From an optimization exercise on the open Yosys and OpenROAD flow, aimed at small area and a short achievable clock period; shortcuts taken in it are not production practice. RTL that was checked went through simulation tests only; none was proved equivalent to the original. Power figures rest on the tool's default switching activity, not on a simulated workload.

## ChipLevel
module ChipLevel (
   input  logic [15:0] data16_a, data16_b, data16_c, data16_d,
   input  logic [7:0] din_a, din_b,
   input  logic [1:0] sel,
   input  logic clk, cin, rst, start,
   input  logic s1, s2, op,
   output logic [15:0] mux_out, regout,
   output logic [31:0] m32_out,
   output logic cout1, cout2, comp_out1, comp_out2
);
Size: ~1800 cells after synthesis, about 160 I/O pins, roughly 17000 sq um of cells after synthesis.
Settings: LEC_CHECK=0, CAP_MARGIN=20, CORE_MARGIN=2, CORE_UTILIZATION=60, SETUP_SLACK_MARGIN=3.6, SLEW_MARGIN=20; clock period 8.0 ns.
standard.sh (not shown) runs the stock make flow with config.mk's settings and CLKGATE_MAP_FILE= SYNTH_SCRIPT=/design/flow/synth_recipe.tcl, a recipe that flattens the netlist after the stock synthesis.
==> flow/flow/run.sh <==
#!/bin/bash
# Layout flow: the standard one, except that synthesis keeps the design's FA
# modules as the library's full-adder cell (flow/synth_fa.tcl) and leaves the
# remaining logic to ABC without re-extracting adders from it.  The
# registers must come out exactly as in the standard synthesis (same names
# and cell types); if they do not, the standard synthesis is used instead.
set -uo pipefail
R=orfs/results/$FLOW_PLATFORM/ChipLevel/base

bash standard.sh synth > std_synth.log 2>&1 || exit 1
cp $R/1_2_yosys.v std_1_2_yosys.v

# 2. the synthesis with full-adder cells, in a work folder of its own
MK=$(sed -n 's/^make -C \S* \(.*\) "\${@:-finish}"$/\1/p' standard.sh | sed 's|WORK_HOME=\S*||; s|SYNTH_SCRIPT=\S*||')
read -ra MKARGS <<< "$MK"
make -C "$FLOW_HOME" "${MKARGS[@]}" WORK_HOME="$PWD/orfs_fa" SYNTH_SCRIPT="$PWD/flow/synth_fa.tcl" \
  "SYNTH_KEEP_MODULES=FA HA CellAOI21 CellOAI21 CellNAND2 CellNOR2 CellXOR2 CellXNOR2" "ADDER_MAP_FILE=" synth > fa_synth.log 2>&1
ok=$?
if [[ $ok -eq 0 ]] && python3 flow/same_regs.py std_1_2_yosys.v orfs_fa/results/$FLOW_PLATFORM/ChipLevel/base/1_2_yosys.v > regs_check.log 2>&1; then
  echo "using the full-adder synthesis" > synth_choice.log
  cp orfs_fa/results/$FLOW_PLATFORM/ChipLevel/base/1_2_yosys.v $R/1_2_yosys.v
  rm -f $R/1_synth.odb $R/1_synth.sdc
else
  echo "using the standard synthesis (fa synth exit $ok)" > synth_choice.log
fi

# 3. the rest of the standard flow, with the ORFS settings in flow/make_args.txt
EXTRA=()
if [[ -f flow/make_args.txt ]]; then
  while read -r line; do [[ -n "$line" && "$line" != \#* ]] && EXTRA+=("${line//@FLOW@/$PWD/flow}"); done < flow/make_args.txt
fi
bash standard.sh finish "${EXTRA[@]}" > std_finish.log 2>&1
==> flow/flow/make_args.txt <==
BUFFER_PORTS_ARGS=-buffer_cell sky130_fd_sc_hd__buf_1
POST_GLOBAL_PLACE_TCL=@FLOW@/post_gpl.tcl
DONT_USE_CELLS=sky130_fd_sc_hd__probe_p_8 sky130_fd_sc_hd__probec_p_8 sky130_fd_sc_hd__lpflow_bleeder_1 sky130_fd_sc_hd__lpflow_clkbufkapwr_1 sky130_fd_sc_hd__lpflow_clkbufkapwr_16 sky130_fd_sc_hd__lpflow_clkbufkapwr_2 sky130_fd_sc_hd__lpflow_clkbufkapwr_4 sky130_fd_sc_hd__lpflow_clkbufkapwr_8 sky130_fd_sc_hd__lpflow_clkinvkapwr_1 sky130_fd_sc_hd__lpflow_clkinvkapwr_16 sky130_fd_sc_hd__lpflow_clkinvkapwr_2 sky130_fd_sc_hd__lpflow_clkinvkapwr_4 sky130_fd_sc_hd__lpflow_clkinvkapwr_8 sky130_fd_sc_hd__lpflow_decapkapwr_12 sky130_fd_sc_hd__lpflow_decapkapwr_3 sky130_fd_sc_hd__lpflow_decapkapwr_4 sky130_fd_sc_hd__lpflow_decapkapwr_6 sky130_fd_sc_hd__lpflow_decapkapwr_8 sky130_fd_sc_hd__lpflow_inputiso0n_1 sky130_fd_sc_hd__lpflow_inputiso0p_1 sky130_fd_sc_hd__lpflow_inputiso1n_1 sky130_fd_sc_hd__lpflow_inputiso1p_1 sky130_fd_sc_hd__lpflow_inputisolatch_1 sky130_fd_sc_hd__lpflow_isobufsrc_1 sky130_fd_sc_hd__lpflow_isobufsrc_16 sky130_fd_sc_hd__lpflow_isobufsrc_2 sky130_fd_sc_hd__lpflow_isobufsrc_4 sky130_fd_sc_hd__lpflow_isobufsrc_8 sky130_fd_sc_hd__lpflow_isobufsrckapwr_16 sky130_fd_sc_hd__lpflow_lsbuf_lh_hl_isowell_tap_1 sky130_fd_sc_hd__lpflow_lsbuf_lh_hl_isowell_tap_2 sky130_fd_sc_hd__lpflow_lsbuf_lh_hl_isowell_tap_4 sky130_fd_sc_hd__lpflow_lsbuf_lh_isowell_4 sky130_fd_sc_hd__lpflow_lsbuf_lh_isowell_tap_1 sky130_fd_sc_hd__lpflow_lsbuf_lh_isowell_tap_2 sky130_fd_sc_hd__lpflow_lsbuf_lh_isowell_tap_4  sky130_fd_sc_hd__clkdlybuf4s15_1 sky130_fd_sc_hd__clkdlybuf4s15_2 sky130_fd_sc_hd__clkdlybuf4s18_1 sky130_fd_sc_hd__clkdlybuf4s18_2 sky130_fd_sc_hd__clkdlybuf4s25_1 sky130_fd_sc_hd__clkdlybuf4s25_2 sky130_fd_sc_hd__clkdlybuf4s50_1 sky130_fd_sc_hd__clkdlybuf4s50_2
==> flow/flow/post_gpl.tcl <==
# The standard port buffering gives every port a buf_1 (BUFFER_PORTS_ARGS);
# input ports fan out to many cells, so their buffers become buf_4.
foreach inst [get_cells input*] {
  if {[get_property $inst ref_name] eq "sky130_fd_sc_hd__buf_1"} {
    replace_cell $inst sky130_fd_sc_hd__buf_4
  }
}
Other scripts of this flow, unchanged in this note and not shown: flow/flow/same_regs.py, flow/flow/synth_fa.tcl
The first run finished clean.
==> next run, changes <==
==> flow/flow/post_gpl.tcl (replaced) <==
# The standard port buffering gives every port a buf_1 (BUFFER_PORTS_ARGS);
# input ports fan out to many cells, so their buffers become buf_2.
foreach inst [get_cells input*] {
  if {[get_property $inst ref_name] eq "sky130_fd_sc_hd__buf_1"} {
    replace_cell $inst sky130_fd_sc_hd__buf_2
  }
}
- CORE_UTILIZATION: 60 -> 70
- SETUP_SLACK_MARGIN: 3.6 -> 3.9
- TNS_END_PERCENT: default -> 0
The new run passed the timing, DRC and antenna checks.
Routed wire length fell by 1.5%.
Flip-flop and latch count is unchanged.
Setup slack is better by 8.2 ps.
Global-route usage rises by 3.8 points.
Clock-buffer cell count increases by 1.
Cell area drops by 2.5%.
Synthesized cell count does not change.
Clock skew is about the same.
Total power decreases by 0.59%.
==> next run, changes <==
==> flow/flow/post_gpl.tcl (replaced) <==
# The standard port buffering gives every port a buf_1 (BUFFER_PORTS_ARGS);
# input ports fan out to many cells, so their buffers become buf_4.
foreach inst [get_cells input*] {
  if {[get_property $inst ref_name] eq "sky130_fd_sc_hd__buf_1"} {
    replace_cell $inst sky130_fd_sc_hd__buf_4
  }
}
- CORE_UTILIZATION: 70 -> 60
- SETUP_SLACK_MARGIN: 3.9 -> 3.8
- TNS_END_PERCENT: 0 -> default
Global-route usage shrinks by 3.5 points. Total power grows by 2.4%. Hold slack is worse by 4.4 ps. Core utilization shrinks by 7.8 points. Flip-flop and latch count is unchanged. First-iteration DRC count shrinks by about 0.6%. Synthesized area is unchanged. Combinational power grows by 6.7%. Routed wire length grows by about 2.8%.
==> next run, changes <==
==> flow/flow/post_gpl.tcl (replaced) <==
# The standard port buffering gives every port a buf_1 (BUFFER_PORTS_ARGS);
# input ports fan out to many cells, so their buffers become buf_2.
foreach inst [get_cells input*] {
  if {[get_property $inst ref_name] eq "sky130_fd_sc_hd__buf_1"} {
    replace_cell $inst sky130_fd_sc_hd__buf_2
  }
}
- SETUP_SLACK_MARGIN: 3.8 -> 4.2
- TNS_END_PERCENT: default -> 0
Routed wire length shrinks by 3.2%.
Total power shrinks by 4.2%.
Via count falls by 3.8%.
Non-clock buffer count falls by 55.
Clock skew stays flat.
Sequential cell count does not change.
Worst setup slack gets worse by 68 ps.
Register-to-register slack loses 170 ps.
Synthesized cell count stays the same.
Clock-buffer cell count rises by 1.
==> next run, changes <==
--- a/flow/flow/make_args.txt
+++ b/flow/flow/make_args.txt
@@ -3,0 +4 @@
+RECOVER_POWER=50
- SETUP_SLACK_MARGIN: 4.2 -> 3.9
After rerunning: Now the flow produced a layout that fails on capacitance limit, slew limit; total power is about the same; worst setup slack got worse by 770 ps; cell count does not change; count of clock-buffer cells in the layout is unchanged; critical path depth goes up by 2; sequential share of layout area is about the same; clock power stays flat; wire length stays flat; global-route usage stays the same.

---

garnet:
Another version of the RTL of ChipLevel (not shown whole).
Size in the first run: roughly 1700 cells after synthesis, roughly 160 I/O pins, ~0.017 mm2 of cells after synthesis.
export LEC_CHECK = 0
export CAP_MARGIN = 20
export CORE_MARGIN = 2
export CORE_UTILIZATION = 60
export SETUP_SLACK_MARGIN = 3.6
export SLEW_MARGIN = 20
create_clock -name core_clock -period 8.0 [get_ports {clk}]
==> flow/flow/run.sh <==
#!/bin/bash
# Layout flow: the standard one, except that synthesis keeps the design's FA
# modules as the library's full-adder cell (flow/synth_fa.tcl) and leaves the
# remaining logic to ABC without re-extracting adders from it.  The
# registers must come out exactly as in the standard synthesis (same names
# and cell types); if they do not, the standard synthesis is used instead.
set -uo pipefail
R=orfs/results/$FLOW_PLATFORM/ChipLevel/base

bash standard.sh synth > std_synth.log 2>&1 || exit 1
cp $R/1_2_yosys.v std_1_2_yosys.v

# 2. the synthesis with full-adder cells, in a work folder of its own
MK=$(sed -n 's/^make -C \S* \(.*\) "\${@:-finish}"$/\1/p' standard.sh | sed 's|WORK_HOME=\S*||; s|SYNTH_SCRIPT=\S*||')
read -ra MKARGS <<< "$MK"
make -C "$FLOW_HOME" "${MKARGS[@]}" WORK_HOME="$PWD/orfs_fa" SYNTH_SCRIPT="$PWD/flow/synth_fa.tcl" \
  "SYNTH_KEEP_MODULES=FA HA CellAO21 CellAND2 CellXOR2 CellNOR2" "ADDER_MAP_FILE=" synth > fa_synth.log 2>&1
ok=$?
if [[ $ok -eq 0 ]] && python3 flow/same_regs.py std_1_2_yosys.v orfs_fa/results/$FLOW_PLATFORM/ChipLevel/base/1_2_yosys.v > regs_check.log 2>&1; then
  echo "using the full-adder synthesis" > synth_choice.log
  cp orfs_fa/results/$FLOW_PLATFORM/ChipLevel/base/1_2_yosys.v $R/1_2_yosys.v
  rm -f $R/1_synth.odb $R/1_synth.sdc
else
  echo "using the standard synthesis (fa synth exit $ok)" > synth_choice.log
fi

# 3. the rest of the standard flow, with the ORFS settings in flow/make_args.txt
EXTRA=()
if [[ -f flow/make_args.txt ]]; then
  while read -r line; do [[ -n "$line" && "$line" != \#* ]] && EXTRA+=("${line//@FLOW@/$PWD/flow}"); done < flow/make_args.txt
fi
bash standard.sh finish "${EXTRA[@]}" > std_finish.log 2>&1
Other scripts of this flow, unchanged in this note and not shown: flow/flow/make_args.txt, flow/flow/post_gpl.tcl, flow/flow/same_regs.py, flow/flow/synth_fa.tcl
garnet ended with every stage complete and zero timing, DRC or antenna violations.
Input changes introduced in cedar (baseline for comparison: garnet):
Settings: SETUP_SLACK_MARGIN now 3.3, was 3.6.
==> run summary <==
cedar finished every step from synthesis to the final layout, and the layout passed the timing, DRC and antenna checks. In terms of via count, garnet and cedar differ only marginally. The via count of the first global-routing pass on garnet is in line with that on cedar. Comparing garnet and cedar, fill cell instance count of the final layout is higher on cedar. Sequential share of cell area is lower on garnet. In cedar the combinational power share turned out 0.7 points lower than in garnet. Sort garnet and cedar by final instance area desc -> top: garnet. cedar ended with less worst setup slack than garnet. The higher power of garnet and cedar is in garnet.
Inputs modified between cedar and fjord:
Settings: SETUP_SLACK_MARGIN now 3.9, was 3.3.
==> comparison <==
fjord — non-clock buffer total of the final layout 121 higher, cedar as reference. Cmp fjord vs cedar: number of cells traversed by the worst register-to-register path higher in fjord. fjord against cedar: detail-routed via count per cell saw a decrease, delay contributed by the slowest stage of the critical path went down 0.04 ns, routed wire length on met3 picked up an extra about 32%, wire length on met1 higher. In the flow results for fjord and cedar, the combined global-route utilization of all metal layers is larger on fjord. Between fjord and cedar, static power due to leakage is lower for cedar, fjord comes in above that. As of fjord, post-detailed-route wirelength per cell had risen by a few percent compared to cedar. fjord ends up with higher net switching component of the power than cedar does.
No run of this note included a check of the RTL's function; only the layout flow was run.

---

Setup of run A:
ChipLevel with an RTL version that a note above also has.
Size: ~1800 cells after synthesis, about 160 I/O pins, ~0.017 mm^2 of cells after synthesis.
==> flow/design.v (excerpt) <==
module ChipLevel (
   input  logic [15:0] data16_a, data16_b, data16_c, data16_d,
   input  logic [7:0] din_a, din_b,
   input  logic [1:0] sel,
   input  logic clk, cin, rst, start,
   input  logic s1, s2, op,
   output logic [15:0] mux_out, regout,
   output logic [31:0] m32_out,
   output logic cout1, cout2, comp_out1, comp_out2
);
==> flow/config.mk <==
export PLATFORM = sky130hd
export DESIGN_NAME = ChipLevel
export DESIGN_NICKNAME = ChipLevel
export VERILOG_FILES = /design/flow/design.v
export SDC_FILE = /design/flow/constraint.sdc
export NUM_CORES = 4
export LEC_CHECK = 0
export CAP_MARGIN = 20
export CORE_MARGIN = 2
export CORE_UTILIZATION = 60
export SETUP_SLACK_MARGIN = 3.7
export SLEW_MARGIN = 20
export TNS_END_PERCENT = 20
==> flow/constraint.sdc <==
create_clock -name core_clock -period 8.0 [get_ports {clk}]
set_input_delay 1.6000 -clock core_clock [delete_from_list [all_inputs] [get_ports {clk}]]
set_output_delay 1.6000 -clock core_clock [all_outputs]
set_load 0.01 [all_outputs]
==> flow/flow/run.sh <==
#!/bin/bash
# Layout flow: the standard one, except that synthesis keeps the design's FA
# modules as the library's full-adder cell (flow/synth_fa.tcl) and leaves the
# remaining logic to ABC without re-extracting adders from it.  The
# registers must come out exactly as in the standard synthesis (same names
# and cell types); if they do not, the standard synthesis is used instead.
set -uo pipefail
R=orfs/results/$FLOW_PLATFORM/ChipLevel/base

bash standard.sh synth > std_synth.log 2>&1 || exit 1
cp $R/1_2_yosys.v std_1_2_yosys.v

# 2. the synthesis with full-adder cells, in a work folder of its own
MK=$(sed -n 's/^make -C \S* \(.*\) "\${@:-finish}"$/\1/p' standard.sh | sed 's|WORK_HOME=\S*||; s|SYNTH_SCRIPT=\S*||')
read -ra MKARGS <<< "$MK"
make -C "$FLOW_HOME" "${MKARGS[@]}" WORK_HOME="$PWD/orfs_fa" SYNTH_SCRIPT="$PWD/flow/synth_fa.tcl" \
  "SYNTH_KEEP_MODULES=FA HA CellAOI21 CellOAI21 CellNAND2 CellNOR2 CellXOR2 CellXNOR2" "ADDER_MAP_FILE=" synth > fa_synth.log 2>&1
ok=$?
if [[ $ok -eq 0 ]] && python3 flow/same_regs.py std_1_2_yosys.v orfs_fa/results/$FLOW_PLATFORM/ChipLevel/base/1_2_yosys.v > regs_check.log 2>&1; then
  echo "using the full-adder synthesis" > synth_choice.log
  cp orfs_fa/results/$FLOW_PLATFORM/ChipLevel/base/1_2_yosys.v $R/1_2_yosys.v
  rm -f $R/1_synth.odb $R/1_synth.sdc
else
  echo "using the standard synthesis (fa synth exit $ok)" > synth_choice.log
fi

# 3. the rest of the standard flow, with the ORFS settings in flow/make_args.txt
EXTRA=()
if [[ -f flow/make_args.txt ]]; then
  while read -r line; do [[ -n "$line" && "$line" != \#* ]] && EXTRA+=("${line//@FLOW@/$PWD/flow}"); done < flow/make_args.txt
fi
bash standard.sh finish "${EXTRA[@]}" > std_finish.log 2>&1
==> flow/flow/post_gpl.tcl <==
# The standard port buffering gives every port a buf_1 (BUFFER_PORTS_ARGS);
# input ports fan out to many cells, so their buffers become buf_2.
foreach inst [get_cells input*] {
  if {[get_property $inst ref_name] eq "sky130_fd_sc_hd__buf_1"} {
    replace_cell $inst sky130_fd_sc_hd__buf_2
  }
}
Other scripts of this flow, unchanged in this note and not shown: flow/flow/make_args.txt, flow/flow/same_regs.py, flow/flow/synth_fa.tcl
Run A went all the way through synthesis, placement and routing and the layout is clean on timing, DRC and antenna.
Setup changes, run A to run B
Settings: SETUP_SLACK_MARGIN: 3.7 -> 3.6; CORE_UTILIZATION: 60 -> 72; TNS_END_PERCENT: 20 -> unset.
==> flow/flow/post_gpl.tcl <==
# The standard port buffering gives every port a buf_1 (BUFFER_PORTS_ARGS);
# input ports fan out to many cells, so their buffers become buf_4.
foreach inst [get_cells input*] {
  if {[get_property $inst ref_name] eq "sky130_fd_sc_hd__buf_1"} {
    replace_cell $inst sky130_fd_sc_hd__buf_4
  }
}
[summary]
- Between run B and run A, it is run B whose maximum frequency from static timing analysis is lower, by 5.0 MHz.
- From run B to run A, mean area per synthesized cell did not move at all.
- Changes observed in run B relative to run A: post-route standard cell area excluding fillers shrank by about 1%, routed wire length grew by about 2.3%.
- Taking run A as the reference point, the cell count of run B falls by 4.2%.
- Re power spent charging and discharging nets: run B is 0.000083 W up on run A.
- | horizontal die dimension | lower: run B |
Edits applied to the flow inputs when going from run B to run C:
Settings: CORE_UTILIZATION now 60, was 72; SETUP_SLACK_MARGIN now 3.5, was 3.6.
==> flow/flow/post_gpl.tcl <==
# The standard port buffering gives every port a buf_1 (BUFFER_PORTS_ARGS);
# input ports fan out to many cells, so their buffers become buf_2.
foreach inst [get_cells input*] {
  if {[get_property $inst ref_name] eq "sky130_fd_sc_hd__buf_1"} {
    replace_cell $inst sky130_fd_sc_hd__buf_2
  }
}
==> run summary <==
- From run C to run B, count of buffers from port buffering did not move at all.
- For the initial standard-cell utilization of the core, run C came in 13 points lower than run B did.
- Delta (run C minus run B): sequential cell count closely matched the old numbers; first-pass GRT wire length went down by 1.6 mm.
- Total length of routed wires shrinks by a few percent when moving from run B to run C.
--- input diff run C..run D ---
Settings: SETUP_SLACK_MARGIN: 3.5 -> 3.65.
Per the comparison of run D with run C, cell count climbed 1.9%; final core utilization climbed 2.5 points.
Run C and run D ended up with nearly the same clock skew.
NOTE: static leakage in run D exceeds that of run C
Run D vs run C: post-synthesis to final-layout area growth up in run D
Changes observed in run D relative to run C: net switching share of the total power barely changed, total power barely changed, clock network power share dropped 1.6 points.
Run D gives less clock distribution area overhead in the final layout than run C did.

-- re-timing with driven ports --
In the flow no input, the clock included, has a driving cell. The finished layouts below were timed again as built, in two steps.
Step 1, drivers: a clkbuf_16 drives clk and a buf_2 each remaining input, both assumed.
Step 2 times the ports against the registers' clock, not the clock port: input delays grow and output delays shrink by t, the midpoint of the rising clock arrivals with the driver on.
a / b / c = no drivers / after step 1 / after step 2; a / b = the first two.
| run | t, ns | slack for setup (ns) | worst setup path at the end | clock arrival spread, ns | cell pins on the clock port's net |
|---|---|---|---|---|---|
| the first run of note 1 | 0.495 | 3.594 / 3.564 / 3.068 | input to register | 0.013 / 0.013 | 1 |
| the second run of note 1 | 0.485 | 3.603 / 3.592 / 3.107 | input to register | 0.018 / 0.018 | 1 |
| the third run of note 1 | 0.496 | 3.646 / 3.604 / 3.108 | input to register | 0.014 / 0.014 | 1 |
| the fourth run of note 1 | 0.486 | 3.578 / 3.575 / 3.089 | input to register | 0.014 / 0.014 | 1 |
| the fifth run of note 1 | 0.485 | 2.812 / 2.808 / 2.323 | input to register | 0.014 / 0.014 | 1 |
| garnet | 0.496 | 3.597 / 3.597 / 3.101 | input to register | 0.015 / 0.016 | 1 |
| cedar | 0.497 | 3.386 / 3.404 / 2.906 | input to register | 0.015 / 0.015 | 1 |
| fjord | 0.503 | 3.606 / 3.586 / 3.083 | input to register | 0.019 / 0.018 | 1 |
| run A | 0.491 | 3.621 / 3.597 / 3.106 | input to register | 0.020 / 0.020 | 1 |
| run B | 0.486 | 3.523 / 3.520 / 3.034 | input to register | 0.013 / 0.013 | 1 |
| run C | 0.486 | 3.497 / 3.487 / 3.000 | input to register | 0.019 / 0.019 | 1 |
| run D | 0.484 | 3.623 / 3.575 / 3.091 | input to register | 0.019 / 0.019 | 1 |
For the third run of note 1, which loses most, drivers alone change the setup slack by -0.042 ns; drivers and shift together by -0.538 ns.
